From an optimization exercise on the open Yosys and OpenROAD flow, aimed at small area and a short achievable clock period; shortcuts taken in it are not production practice. At most, simulation tests tie the RTL to the original design; equivalence was not proved.

==> run E <==
==> flow/design.v <==
module pfx_add #(
  parameter int W = 8
) (
  input  [W-1:0] a,
  input  [W-1:0] b,
  input          ci,
  output [W-1:0] sum,
  output         co
);
  logic [W-1:0] p, g, gg, pp;
  logic [W-1:0] c;    
  assign p = a ^ b;
  assign g = a & b;
  always_comb begin
    gg = g;
    pp = p;
    for (int l = 0; (1 << l) < W; l++) begin
      for (int i = W - 1; i >= 0; i--) begin
        if ((i >> l) & 1) begin
          gg[i] = gg[i] | (pp[i] & gg[((i >> l) << l) - 1]);
          pp[i] = pp[i] & pp[((i >> l) << l) - 1];
        end
      end
    end
  end
  assign c   = {gg[W-2:0] | (pp[W-2:0] & {(W-1){ci}}), ci};
  assign sum = p ^ c;
  assign co  = gg[W-1] | (pp[W-1] & ci);
endmodule
module pfx_cout #(
  parameter int W = 8
) (
  input  [W-1:0] a,
  input  [W-1:0] b,
  input          ci,
  output         co
);
  logic [W:0] g, p;
  always_comb begin
    g = {a & b, ci};
    p = {a ^ b, 1'b0};
    for (int s = 1; s <= W; s = s * 2) begin
      for (int i = 0; i + s <= W; i += 2 * s) begin
        if (i + s <= W) begin
          g[i] = g[i + s] | (p[i + s] & g[i]);
          p[i] = p[i + s] & p[i];
        end
      end
    end
  end
  assign co = g[0];
endmodule
module pfx_add2 #(
  parameter int W = 8
) (
  input  [W-1:0] a,
  input  [W-1:0] b,
  output [W-1:0] s0,
  output [W-1:0] s1,
  output         co0,
  output         co1
);
  logic [W-1:0] p, g, gg, pp;
  assign p = a ^ b;
  assign g = a & b;
  always_comb begin
    gg = g;
    pp = p;
    for (int l = 0; (1 << l) < W; l++) begin
      for (int i = W - 1; i >= 0; i--) begin
        if ((i >> l) & 1) begin
          gg[i] = gg[i] | (pp[i] & gg[((i >> l) << l) - 1]);
          pp[i] = pp[i] & pp[((i >> l) << l) - 1];
        end
      end
    end
  end
  assign s0  = p ^ {gg[W-2:0], 1'b0};
  assign s1  = p ^ {gg[W-2:0] | pp[W-2:0], 1'b1};
  assign co0 = gg[W-1];
  assign co1 = gg[W-1] | pp[W-1];
endmodule
module align_sticky (
  input  [22:0] f,
  input  [4:0]  sh,
  output        sticky
);
  logic [31:0] thermo;
  logic [22:0] mask;
  logic        sat;
  assign sat    = sh >= 5'd25;
  assign thermo = 32'hFFFF_FFFF << sh;       
  assign mask   = {~thermo[24:3], ~thermo[2] & ~sat};
  assign sticky = |(f & mask);
endmodule
module top_level (
  input         clk_i,
  input         addsub_i,
  input  [31:0] data_a_i,
                data_b_i,
  output [31:0] result_o
);
  logic [7:0]  ea, eb;
  logic [22:0] fa, fb;
  logic        co_ab, co_ba, co_f;
  assign ea = data_a_i[30:23];
  assign eb = data_b_i[30:23];
  assign fa = data_a_i[22:0];
  assign fb = data_b_i[22:0];
  logic [7:0] dx, dy;    
  pfx_add2 #(.W(8))  u_dexp (.a(ea), .b(~eb), .s0(dx), .s1(dy), .co0(co_ab), .co1(co_ba));
  pfx_cout #(.W(31)) u_flt  (.a(data_a_i[30:0]), .b(~data_b_i[30:0]), .ci(1'b1), .co(co_f));
  logic       bl_ab, bl_ba, bab, bba;
  logic [2:0] eah, ebh;
  assign eah   = ea[7:5];
  assign ebh   = eb[7:5];
  assign bl_ab = ea[4:0] < eb[4:0];
  assign bl_ba = eb[4:0] < ea[4:0];
  assign bab   = bl_ab ? ({1'b0, eah} >= {1'b0, ebh} + 4'd2) : (eah > ebh);
  assign bba   = bl_ba ? ({1'b0, ebh} >= {1'b0, eah} + 4'd2) : (ebh > eah);
  logic        sa_q1, sb_q1, sw_q1, nsw_q1, gt_q1, sh0_q1, bab_q1, bba_q1;
  logic [7:0]  ea_q1, eb_q1;
  logic [22:0] fa_q1, fb_q1;
  logic [4:1]  dab_q1, dba_q1;
  always_ff @(posedge clk_i) begin
    sa_q1 <= data_a_i[31];
    sb_q1 <= data_b_i[31] ^ addsub_i;
    sw_q1  <= ~co_f;               
    nsw_q1 <= co_f;                
    gt_q1  <= co_ab;               
    ea_q1 <= ea;
    eb_q1 <= eb;
    fa_q1 <= fa;
    fb_q1 <= fb;
    sh0_q1 <= dy[0];               
    dab_q1 <= dy[4:1];             
    dba_q1 <= ~dx[4:1];            
    bab_q1 <= bab;                 
    bba_q1 <= bba;                 
  end
  logic [23:0] ly;
  logic [26:0] lv0, al;
  logic        sticky, es;
  assign ly = sw_q1 ? {1'b1, fa_q1} : {1'b1, fb_q1};
  assign es = sa_q1 ^ sb_q1;
  logic [4:0] sh;
  logic       big;
  assign big = gt_q1 ? bab_q1 : bba_q1;
  assign sh  = {gt_q1 ? dab_q1 : dba_q1, sh0_q1} | {5{big}};
  assign lv0 = sh[0] ? {1'b0, ly, 2'b00} : {ly, 3'b000};
  assign al  = lv0 >> {sh[4:1], 1'b0};
  logic sat, st_b, st_a;
  assign sat = sh >= 5'd25;
  align_sticky u_stb (.f(fb_q1), .sh({dab_q1, sh0_q1} | {5{bab_q1}}), .sticky(st_b));
  align_sticky u_sta (.f(fa_q1), .sh({dba_q1, sh0_q1} | {5{bba_q1}}), .sticky(st_a));
  assign sticky = gt_q1 ? st_b : st_a;
  logic        hs_q2, es_q2;
  logic [7:0]  he_q2;
  logic [22:0] hf_q2;
  logic [26:0] lo_q2;
  always_ff @(posedge clk_i) begin
    hs_q2 <= nsw_q1 ? sa_q1 : sb_q1;
    es_q2 <= es;
    he_q2 <= nsw_q1 ? ea_q1 : eb_q1;   
    hf_q2 <= nsw_q1 ? fa_q1 : fb_q1;
    lo_q2 <= {al[26:2], al[1] | sat, sticky} ^ {27{es}};    
  end
  logic [26:0] opa;
  logic [27:0] sum;
  logic        add_co;
  logic [26:0] t, z, f;
  logic [4:0]  lz;
  logic [2:0]  inc;
  assign opa = {1'b1, hf_q2, 3'b000};
  logic       c9, c18, co_m0, co_m1, co_h0, co_h1;
  logic [8:0] sm0, sm1, sh0, sh1;
  pfx_add  #(.W(9)) u_addl (.a(opa[8:0]), .b(lo_q2[8:0]), .ci(es_q2),
                            .sum(sum[8:0]), .co(c9));
  pfx_add2 #(.W(9)) u_addm (.a(opa[17:9]), .b(lo_q2[17:9]),
                            .s0(sm0), .s1(sm1), .co0(co_m0), .co1(co_m1));
  pfx_add2 #(.W(9)) u_addh (.a(opa[26:18]), .b(lo_q2[26:18]),
                            .s0(sh0), .s1(sh1), .co0(co_h0), .co1(co_h1));
  assign sum[17:9]  = c9 ? sm1 : sm0;
  assign c18        = c9 ? co_m1 : co_m0;
  assign sum[26:18] = c18 ? sh1 : sh0;
  assign add_co     = c18 ? co_h1 : co_h0;
  assign sum[27] = add_co ^ es_q2;
  assign t = ~(opa ^ lo_q2);
  assign z = ~(opa | lo_q2);
  assign f = t & ~{z[25:0], 1'b0};
  logic [4:0] lzr;
  always_comb begin
    lzr = 5'd0;
    for (int i = 2; i < 27; i++)
      if (f[i]) lzr = 5'(27 - i);
  end
  assign lz = es_q2 ? lzr : 5'd0;
  assign inc[0] = sum[3] & (|sum[2:0] | sum[4]);
  assign inc[1] = sum[2] & (|sum[1:0] | sum[3]);
  assign inc[2] = sum[1] & (sum[0] | sum[2]);
  logic        hs_q3, c_q3;
  logic [7:0]  he_q3;
  logic [26:2] s_q3;
  logic [4:0]  lz_q3;
  logic [2:0]  inc_q3;
  always_ff @(posedge clk_i) begin
    hs_q3  <= hs_q2;
    he_q3  <= he_q2;
    c_q3   <= sum[27];
    s_q3   <= sum[26:2];
    lz_q3  <= lz;
    inc_q3 <= inc;
  end
  logic        far, finc;
  logic [1:0]  kf;
  logic [4:0]  k;
  logic [25:0] v;
  logic [50:0] vs;
  logic [24:0] m;
  logic [7:0]  e;
  assign far = c_q3 | s_q3[26] | s_q3[25];
  assign kf  = c_q3 ? 2'd0 : (s_q3[26] ? 2'd1 : 2'd2);
  logic [50:0] vh;
  assign k   = {lz_q3[4:2], far ? kf : lz_q3[1:0]};
  assign v   = {c_q3, s_q3[26:2]};
  assign vh  = {25'd0, v} << {k[4:2], 2'b00};
  assign vs  = vh << k[1:0];
  assign m   = (~far & (lz_q3 == 5'd0)) ? {1'b1, 24'd0} : vs[25:1];
  logic [7:0] ef, en;
  assign ef  = c_q3 ? he_q3 + 8'd1 : (s_q3[26] ? he_q3 : he_q3 - 8'd1);
  assign en  = he_q3 + 8'd1 - {3'd0, lz_q3};
  assign e   = far ? ef : en;    
  always_comb begin
    if (c_q3)          finc = inc_q3[0];
    else if (s_q3[26]) finc = inc_q3[1];
    else               finc = inc_q3[2];
  end
  logic lo1;
  always_comb begin
    case (kf)
      2'd0:    lo1 = &s_q3[14:4];
      2'd1:    lo1 = &s_q3[13:3];
      default: lo1 = &s_q3[12:2];
    endcase
  end
  logic        hs_q4, i_q4, l1_q4;
  logic [7:0]  e_q4;
  logic [24:0] m_q4;
  always_ff @(posedge clk_i) begin
    hs_q4 <= hs_q3;
    i_q4  <= far & finc;
    l1_q4 <= lo1;
    e_q4  <= e;
    m_q4  <= m;
  end
  logic [22:0] fr;
  logic        fall1;
  logic [7:0]  e_p1, e_m1;
  logic [30:0] res;
  logic [10:0] plo;
  logic [11:0] phi;
  logic        chi;
  always_comb begin
    plo = m_q4[11:1];
    for (int l = 0; (1 << l) < 11; l++)
      for (int j = 10; j >= 0; j--)
        if ((j >> l) & 1)
          plo[j] = plo[j] & plo[((j >> l) << l) - 1];
    phi = m_q4[23:12];
    for (int l = 0; (1 << l) < 12; l++)
      for (int j = 11; j >= 0; j--)
        if ((j >> l) & 1)
          phi[j] = phi[j] & phi[((j >> l) << l) - 1];
  end
  assign chi   = i_q4 & l1_q4;
  assign fr    = m_q4[23:1] ^ {{phi[10:0], 1'b1} & {12{chi}},
                               {plo[9:0], 1'b1} & {11{i_q4}}};
  assign fall1 = phi[11] & chi;
  assign e_p1  = e_q4 + 8'd1;
  assign e_m1  = e_q4 - 8'd1;
  assign res = m_q4[24] ? {fall1 ? e_p1 : e_q4, fr}
                        : {e_m1, m_q4[22:0]};
  logic [31:0] res_q;
  always_ff @(posedge clk_i) res_q <= {hs_q4, res};
  assign result_o = res_q;
endmodule
==> flow/flow/run.sh <==
#!/bin/bash
# Standard ORFS layout (the standard.sh), with the port buffers made
# from buf_2 cells instead of the default delay-buffer cells.
export BUFFER_PORTS_ARGS="-buffer_cell sky130_fd_sc_hd__buf_2"
bash standard.sh > standard.log 2>&1
==> flow/standard.sh <==
#!/bin/bash
# synth_recipe.tcl (not shown) runs the flow's synth.tcl, then flattens the netlist and writes it again
# the make line also repeats each setting of config.mk as NAME=value (left out here)
make -C /OpenROAD-flow-scripts/flow DESIGN_CONFIG=/design/flow/config.mk WORK_HOME=/design/flow/orfs CLKGATE_MAP_FILE= SYNTH_SCRIPT=/design/flow/synth_recipe.tcl "${@:-finish}"
==> flow/config.mk <==
export PLATFORM = sky130hd
export DESIGN_NAME = top_level
export DESIGN_NICKNAME = top_level
export VERILOG_FILES = /design/flow/design.v
export SDC_FILE = /design/flow/constraint.sdc
export NUM_CORES = 4
export LEC_CHECK = 0
export ABC_AREA = 1
export CAP_MARGIN = 20
export CORE_MARGIN = 2
export CORE_UTILIZATION = 60
export CTS_BUF_LIST = sky130_fd_sc_hd__clkbuf_8
export SETUP_SLACK_MARGIN = 3.55
export SLEW_MARGIN = 20
==> flow/constraint.sdc <==
create_clock -name core_clock -period 6.0 [get_ports {clk_i}]
set_input_delay 1.2000 -clock core_clock [delete_from_list [all_inputs] [get_ports {clk_i}]]
set_output_delay 1.2000 -clock core_clock [all_outputs]
set_load 0.01 [all_outputs]
==> inputs of run Z, as changes to run E <==
==> flow/design.v, changed modules only <==
module top_level (
  input         clk_i,
  input         addsub_i,
  input  [31:0] data_a_i,
                data_b_i,
  output [31:0] result_o
);
  logic [7:0]  ea, eb;
  logic [22:0] fa, fb;
  logic        co_ab, co_ba, co_f;
  assign ea = data_a_i[30:23];
  assign eb = data_b_i[30:23];
  assign fa = data_a_i[22:0];
  assign fb = data_b_i[22:0];
  logic [7:0] dx, dy;    
  pfx_add2 #(.W(8))  u_dexp (.a(ea), .b(~eb), .s0(dx), .s1(dy), .co0(co_ab), .co1(co_ba));
  pfx_cout #(.W(31)) u_flt  (.a(data_a_i[30:0]), .b(~data_b_i[30:0]), .ci(1'b1), .co(co_f));
  logic       bl_ab, bl_ba, bab, bba;
  logic [2:0] eah, ebh;
  assign eah   = ea[7:5];
  assign ebh   = eb[7:5];
  assign bl_ab = ea[4:0] < eb[4:0];
  assign bl_ba = eb[4:0] < ea[4:0];
  assign bab   = bl_ab ? ({1'b0, eah} >= {1'b0, ebh} + 4'd2) : (eah > ebh);
  assign bba   = bl_ba ? ({1'b0, ebh} >= {1'b0, eah} + 4'd2) : (ebh > eah);
  logic        sa_q1, sb_q1, sw_q1, nsw_q1, gt_q1, sh0_q1, bab_q1, bba_q1;
  logic [7:0]  ea_q1, eb_q1;
  logic [22:0] fa_q1, fb_q1;
  logic [4:1]  dab_q1, dba_q1;
  always_ff @(posedge clk_i) begin
    sa_q1 <= data_a_i[31];
    sb_q1 <= data_b_i[31] ^ addsub_i;
    sw_q1  <= ~co_f;               
    nsw_q1 <= co_f;                
    gt_q1  <= co_ab;               
    ea_q1 <= ea;
    eb_q1 <= eb;
    fa_q1 <= fa;
    fb_q1 <= fb;
    sh0_q1 <= dy[0];               
    dab_q1 <= dy[4:1];             
    dba_q1 <= ~dx[4:1];            
    bab_q1 <= bab;                 
    bba_q1 <= bba;                 
  end
  logic [23:0] ly;
  logic [26:0] lv0, al;
  logic [22:0] smask;
  logic [31:0] thermo;
  logic        sticky, es;
  assign ly = sw_q1 ? {1'b1, fa_q1} : {1'b1, fb_q1};
  assign es = sa_q1 ^ sb_q1;
  logic [4:0] sh;
  logic       big;
  assign big = gt_q1 ? bab_q1 : bba_q1;
  assign sh  = {gt_q1 ? dab_q1 : dba_q1, sh0_q1} | {5{big}};
  assign lv0 = sh[0] ? {1'b0, ly, 2'b00} : {ly, 3'b000};
  assign al  = lv0 >> {sh[4:1], 1'b0};
  logic sat, sat_ab, sat_ba;
  logic [4:0]  sh_ab, sh_ba;
  logic [31:0] th_ab, th_ba;
  assign sh_ab  = {dab_q1, sh0_q1} | {5{bab_q1}};
  assign sh_ba  = {dba_q1, sh0_q1} | {5{bba_q1}};
  assign sat    = sh >= 5'd25;
  assign sat_ab = sh_ab >= 5'd25;
  assign sat_ba = sh_ba >= 5'd25;
  assign th_ab  = 32'hFFFF_FFFF << sh_ab;    
  assign th_ba  = 32'hFFFF_FFFF << sh_ba;
  assign thermo = gt_q1 ? th_ab : th_ba;
  assign smask  = {~thermo[24:3], ~thermo[2] & ~(gt_q1 ? sat_ab : sat_ba)};
  assign sticky = |(ly[22:0] & smask);
  logic        hs_q2, es_q2;
  logic [7:0]  he_q2;
  logic [22:0] hf_q2;
  logic [26:0] lo_q2;
  always_ff @(posedge clk_i) begin
    hs_q2 <= nsw_q1 ? sa_q1 : sb_q1;
    es_q2 <= es;
    he_q2 <= nsw_q1 ? ea_q1 : eb_q1;   
    hf_q2 <= nsw_q1 ? fa_q1 : fb_q1;
    lo_q2 <= {al[26:2], al[1] | sat, sticky} ^ {27{es}};    
  end
  logic [26:0] opa;
  logic [27:0] sum;
  logic        add_co;
  logic [26:0] t, z, f;
  logic [4:0]  lz;
  logic [2:0]  inc;
  assign opa = {1'b1, hf_q2, 3'b000};
  logic        c13, co_h0, co_h1;
  logic [13:0] sh0, sh1;
  pfx_add  #(.W(13)) u_addl (.a(opa[12:0]), .b(lo_q2[12:0]), .ci(es_q2),
                             .sum(sum[12:0]), .co(c13));
  pfx_add2 #(.W(14)) u_addh (.a(opa[26:13]), .b(lo_q2[26:13]),
                             .s0(sh0), .s1(sh1), .co0(co_h0), .co1(co_h1));
  assign sum[26:13] = c13 ? sh1 : sh0;
  assign add_co     = c13 ? co_h1 : co_h0;
  assign sum[27] = add_co ^ es_q2;
  assign t = ~(opa ^ lo_q2);
  assign z = ~(opa | lo_q2);
  assign f = t & ~{z[25:0], 1'b0};
  logic [4:0] lzr;
  always_comb begin
    lzr = 5'd0;
    for (int i = 2; i < 27; i++)
      if (f[i]) lzr = 5'(27 - i);
  end
  assign lz = es_q2 ? lzr : 5'd0;
  assign inc[0] = sum[3] & (|sum[2:0] | sum[4]);
  assign inc[1] = sum[2] & (|sum[1:0] | sum[3]);
  assign inc[2] = sum[1] & (sum[0] | sum[2]);
  logic        hs_q3, c_q3;
  logic [7:0]  he_q3;
  logic [26:2] s_q3;
  logic [4:0]  lz_q3;
  logic [2:0]  inc_q3;
  always_ff @(posedge clk_i) begin
    hs_q3  <= hs_q2;
    he_q3  <= he_q2;
    c_q3   <= sum[27];
    s_q3   <= sum[26:2];
    lz_q3  <= lz;
    inc_q3 <= inc;
  end
  logic        far, finc;
  logic [1:0]  kf;
  logic [4:0]  k;
  logic [25:0] v;
  logic [50:0] vs;
  logic [24:0] m;
  logic [7:0]  e;
  assign far = c_q3 | s_q3[26] | s_q3[25];
  assign kf  = c_q3 ? 2'd0 : (s_q3[26] ? 2'd1 : 2'd2);
  logic [50:0] vh;
  assign k   = {lz_q3[4:2], far ? kf : lz_q3[1:0]};
  assign v   = {c_q3, s_q3[26:2]};
  assign vh  = {25'd0, v} << {k[4:2], 2'b00};
  assign vs  = vh << k[1:0];
  assign m   = (~far & (lz_q3 == 5'd0)) ? {1'b1, 24'd0} : vs[25:1];
  logic [7:0] ef, en;
  assign ef  = c_q3 ? he_q3 + 8'd1 : (s_q3[26] ? he_q3 : he_q3 - 8'd1);
  assign en  = he_q3 + 8'd1 - {3'd0, lz_q3};
  assign e   = far ? ef : en;    
  always_comb begin
    if (c_q3)          finc = inc_q3[0];
    else if (s_q3[26]) finc = inc_q3[1];
    else               finc = inc_q3[2];
  end
  logic lo1;
  always_comb begin
    case (kf)
      2'd0:    lo1 = &s_q3[14:4];
      2'd1:    lo1 = &s_q3[13:3];
      default: lo1 = &s_q3[12:2];
    endcase
  end
  logic        hs_q4, i_q4, l1_q4;
  logic [7:0]  e_q4;
  logic [24:0] m_q4;
  always_ff @(posedge clk_i) begin
    hs_q4 <= hs_q3;
    i_q4  <= far & finc;
    l1_q4 <= lo1;
    e_q4  <= e;
    m_q4  <= m;
  end
  logic [22:0] fr;
  logic        fall1;
  logic [7:0]  e_p1, e_m1;
  logic [30:0] res;
  logic [10:0] plo;
  logic [11:0] phi;
  logic        chi;
  always_comb begin
    plo = m_q4[11:1];
    for (int l = 0; (1 << l) < 11; l++)
      for (int j = 10; j >= 0; j--)
        if ((j >> l) & 1)
          plo[j] = plo[j] & plo[((j >> l) << l) - 1];
    phi = m_q4[23:12];
    for (int l = 0; (1 << l) < 12; l++)
      for (int j = 11; j >= 0; j--)
        if ((j >> l) & 1)
          phi[j] = phi[j] & phi[((j >> l) << l) - 1];
  end
  assign chi   = i_q4 & l1_q4;
  assign fr    = m_q4[23:1] ^ {{phi[10:0], 1'b1} & {12{chi}},
                               {plo[9:0], 1'b1} & {11{i_q4}}};
  assign fall1 = phi[11] & chi;
  assign e_p1  = e_q4 + 8'd1;
  assign e_m1  = e_q4 - 8'd1;
  assign res = m_q4[24] ? {fall1 ? e_p1 : e_q4, fr}
                        : {e_m1, m_q4[22:0]};
  logic [31:0] res_q;
  always_ff @(posedge clk_i) res_q <= {hs_q4, res};
  assign result_o = res_q;
endmodule
// module align_sticky removed
==> flow/flow/run.sh (replaced) <==
#!/bin/bash
# Standard ORFS layout (the standard.sh), with the port buffers made
# from buf_1 cells instead of the default delay-buffer cells.
export BUFFER_PORTS_ARGS="-buffer_cell sky130_fd_sc_hd__buf_1"
bash standard.sh > standard.log 2>&1
==> inputs of run A, as changes to run E <==
==> flow/design.v, changed modules only <==
module top_level (
  input         clk_i,
  input         addsub_i,
  input  [31:0] data_a_i,
                data_b_i,
  output [31:0] result_o
);
  logic [7:0]  ea, eb;
  logic [22:0] fa, fb;
  logic        co_ab, co_ba, co_f;
  logic        e_lt, e_eq, f_lt, swm;
  assign ea = data_a_i[30:23];
  assign eb = data_b_i[30:23];
  assign fa = data_a_i[22:0];
  assign fb = data_b_i[22:0];
  logic [7:0] dx, dy;    
  logic       big;
  pfx_add2 #(.W(8))  u_dexp (.a(ea), .b(~eb), .s0(dx), .s1(dy), .co0(co_ab), .co1(co_ba));
  pfx_cout #(.W(23)) u_flt  (.a(fa), .b(~fb), .ci(1'b1), .co(co_f));
  assign e_lt   = ~co_ba;          
  assign e_eq   = ea == eb;
  assign f_lt   = ~co_f;           
  assign swm    = e_eq & f_lt;     
  logic [4:0] u;
  assign u   = dx[4:0] ^ {5{~co_ab}};
  assign big = co_ab ? |dx[7:5] : ~&dx[7:5];
  logic        sa_q1, sb_q1, sw_q1, gt_q1, big_q1;
  logic [7:0]  he_q1;
  logic [22:0] fa_q1, fb_q1;
  logic [4:0]  u_q1;
  always_ff @(posedge clk_i) begin
    sa_q1 <= data_a_i[31];
    sb_q1 <= data_b_i[31] ^ addsub_i;
    sw_q1 <= e_lt | swm;           
    he_q1 <= e_lt ? eb : ea;
    fa_q1 <= fa;
    fb_q1 <= fb;
    u_q1  <= u;
    gt_q1 <= co_ab;
    big_q1 <= big;
  end
  logic [23:0] ly;
  logic [26:0] lv0, al;
  logic [22:0] smask;
  logic [31:0] thermo;
  logic        sticky, es;
  assign ly = sw_q1 ? {1'b1, fa_q1} : {1'b1, fb_q1};
  assign es = sa_q1 ^ sb_q1;
  logic [26:0] alu;
  assign lv0 = u_q1[0] ? {1'b0, ly, 2'b00} : {ly, 3'b000};
  assign alu = lv0 >> {u_q1[4:1], 1'b0};
  assign al  = big_q1 ? 27'd0 : (gt_q1 ? {1'b0, alu[26:1]} : alu);
  logic sat;
  assign sat    = big_q1 | (gt_q1 ? u_q1 >= 5'd24 : u_q1 >= 5'd25);
  assign thermo = 32'hFFFF_FFFF << u_q1;     
  assign smask  = (gt_q1 ? {~thermo[23:2], ~thermo[1] & ~sat}
                         : {~thermo[24:3], ~thermo[2] & ~sat}) | {{22{big_q1}}, 1'b0};
  assign sticky = |(ly[22:0] & smask);
  logic        hs_q2, es_q2;
  logic [7:0]  he_q2;
  logic [22:0] hf_q2;
  logic [26:0] lo_q2;
  always_ff @(posedge clk_i) begin
    hs_q2 <= sw_q1 ? sb_q1 : sa_q1;
    es_q2 <= es;
    he_q2 <= he_q1;
    hf_q2 <= sw_q1 ? fb_q1 : fa_q1;
    lo_q2 <= {al[26:2], al[1] | sat, sticky} ^ {27{es}};    
  end
  logic [26:0] opa;
  logic [27:0] sum;
  logic        add_co;
  logic [26:0] t, z, f;
  logic [4:0]  lz;
  logic        fz;
  logic [2:0]  inc;
  assign opa = {1'b1, hf_q2, 3'b000};
  pfx_add #(.W(27)) u_add (.a(opa), .b(lo_q2), .ci(es_q2),
                           .sum(sum[26:0]), .co(add_co));
  assign sum[27] = add_co ^ es_q2;
  assign t = ~(opa ^ lo_q2);
  assign z = ~(opa | lo_q2);
  assign f = t & ~{z[25:0], 1'b0};
  always_comb begin
    lz = 5'd0;
    for (int i = 2; i < 26; i++)
      if (f[i]) lz = 5'(27 - i);
  end
  assign fz = ~|f[25:2];
  assign inc[0] = sum[3] & (|sum[2:0] | sum[4]);
  assign inc[1] = sum[2] & (|sum[1:0] | sum[3]);
  assign inc[2] = sum[1] & (sum[0] | sum[2]);
  logic        hs_q3, c_q3, fz_q3;
  logic [7:0]  he_q3;
  logic [26:2] s_q3;
  logic [4:0]  lz_q3;
  logic [2:0]  inc_q3;
  always_ff @(posedge clk_i) begin
    hs_q3  <= hs_q2;
    he_q3  <= he_q2;
    c_q3   <= sum[27];
    s_q3   <= sum[26:2];
    lz_q3  <= lz;
    fz_q3  <= fz;
    inc_q3 <= inc;
  end
  logic        far, finc;
  logic [1:0]  kf;
  logic [4:0]  k;
  logic [25:0] v;
  logic [50:0] vs;
  logic [24:0] m;
  logic [7:0]  e;
  assign far = c_q3 | s_q3[26] | s_q3[25];
  assign kf  = c_q3 ? 2'd0 : (s_q3[26] ? 2'd1 : 2'd2);
  assign k   = far ? {3'd0, kf} : lz_q3;
  assign v   = {c_q3, s_q3[26:2]};
  assign vs  = {25'd0, v} << k;
  assign m   = (~far & fz_q3) ? {1'b1, 24'd0} : vs[25:1];
  logic [7:0] ef, en;
  assign ef  = c_q3 ? he_q3 + 8'd1 : (s_q3[26] ? he_q3 : he_q3 - 8'd1);
  assign en  = he_q3 + 8'd1 - {3'd0, lz_q3};
  assign e   = far ? ef : en;    
  always_comb begin
    if (c_q3)          finc = inc_q3[0];
    else if (s_q3[26]) finc = inc_q3[1];
    else               finc = inc_q3[2];
  end
  logic        hs_q4, i_q4;
  logic [7:0]  e_q4;
  logic [24:0] m_q4;
  always_ff @(posedge clk_i) begin
    hs_q4 <= hs_q3;
    i_q4  <= far & finc;
    e_q4  <= e;
    m_q4  <= m;
  end
  logic [22:0] fr, fpre;
  logic        fall1;
  logic [7:0]  e_p1, e_m1;
  logic [30:0] res;
  always_comb begin
    fpre = m_q4[23:1];
    for (int l = 0; (1 << l) < 23; l++)
      for (int i = 22; i >= 0; i--)
        if ((i >> l) & 1)
          fpre[i] = fpre[i] & fpre[((i >> l) << l) - 1];
  end
  assign fr    = m_q4[23:1] ^ ({fpre[21:0], 1'b1} & {23{i_q4}});
  assign fall1 = fpre[22] & i_q4;
  assign e_p1  = e_q4 + 8'd1;
  assign e_m1  = e_q4 - 8'd1;
  assign res = m_q4[24] ? {fall1 ? e_p1 : e_q4, fr}
                        : {e_m1, m_q4[22:0]};
  logic [31:0] res_q;
  always_ff @(posedge clk_i) res_q <= {hs_q4, res};
  assign result_o = res_q;
endmodule
// module align_sticky removed
==> flow/flow/run.sh (replaced) <==
#!/bin/bash



export BUFFER_PORTS_ARGS="-buffer_cell sky130_fd_sc_hd__buf_2"
bash standard.sh > standard.log 2>&1
CTS_BUF_LIST = default   (was sky130_fd_sc_hd__clkbuf_8)
SETUP_SLACK_MARGIN = 3.2   (was 3.55)
==> flow_summary.toml <==
[outcome]
status = "complete, no violations"

[power]
power_frac_seq_pct = 31.5
power_frac_comb_pct = 47.9

[timing]
holdWs_ns = 0.3253

[layout]
n_all_buffers = 108
nets = 2109
fin_area_sq_um = 14790
fin_util_pct = 67.97
n_all_inverters = 261

[global_route]
met1_usage_pct = 38.60

[critical_path]
cp_data_arrival_time_ns = 3.00

[synth]
synth_mux_area_share_pct = 0.8307

[worst_hold_path]
min_to = "he_q3[3]$_DFF_P_"
# the run above: run A

==> flow_summary.toml <==
[timing]
holdWs_ns = 0.3225

[power]
power_frac_comb_pct = 45.5

[drt]
vias = 11830

[synth]
synth_mux_area_share_pct = 1.119

[outcome]
status = "complete, no violations"

[layout]
n_all_buffers = 108
fin_area_sq_um = 15500
fin_util_pct = 70.59
n_all_inverters = 301

[global_route]
met1_usage_pct = 38.68

[critical_path]
cp_data_arrival_time_ns = 2.90

[worst_hold_path]
min_to = "he_q3[7]$_DFF_P_"
# the run above: run E

==> flow_summary.toml <==
[worst_hold_path]
min_to = "he_q3[5]$_DFF_P_"

[synth]
synth_mux_area_share_pct = 1.374

[layout]
n_all_inverters = 293
n_all_buffers = 121
fin_area_sq_um = 15160
fin_util_pct = 69.89
nets = 2050

[outcome]
status = "complete, no violations"

[power]
power_frac_comb_pct = 45.3
power_frac_seq_pct = 33.5

[global_route]
met1_usage_pct = 29.69
# the run above: run Z

No functional check of the RTL was part of run E and run A.

what the ideal ports hide:
In the flow no input, the clock included, has a driving cell. The finished layouts below were timed again as built, in two steps. Step 1: set_driving_cell puts a clkbuf_16 on clk_i and a buf_2 on each other input, an assumption about the parent block. Step 2, shift: input delay + t, output delay - t, t = (earliest + latest rising clock arrival at the registers) / 2. This alone moves slack from input paths to output paths. Slacks: ideal ports / drivers / drivers and shift; pairs: ideal ports / drivers.
run | t, ns | setup WS [ns] | worst setup path at the end | worst register clock-pin slew, ns
run E | 0.572 | 3.565 / 3.565 / 3.136 | input to register | 0.06 / 0.06
run Z | 0.586 | 3.655 / 3.676 / 3.090 | input to register | 0.06 / 0.06
run A | 0.589 | 3.406 / 3.406 / 2.912 | input to register | 0.06 / 0.06
After both steps every run listed still meets setup and hold. The setup slack of run Z, which loses most, moves by +0.021 ns with the drivers and by -0.565 ns with both steps.
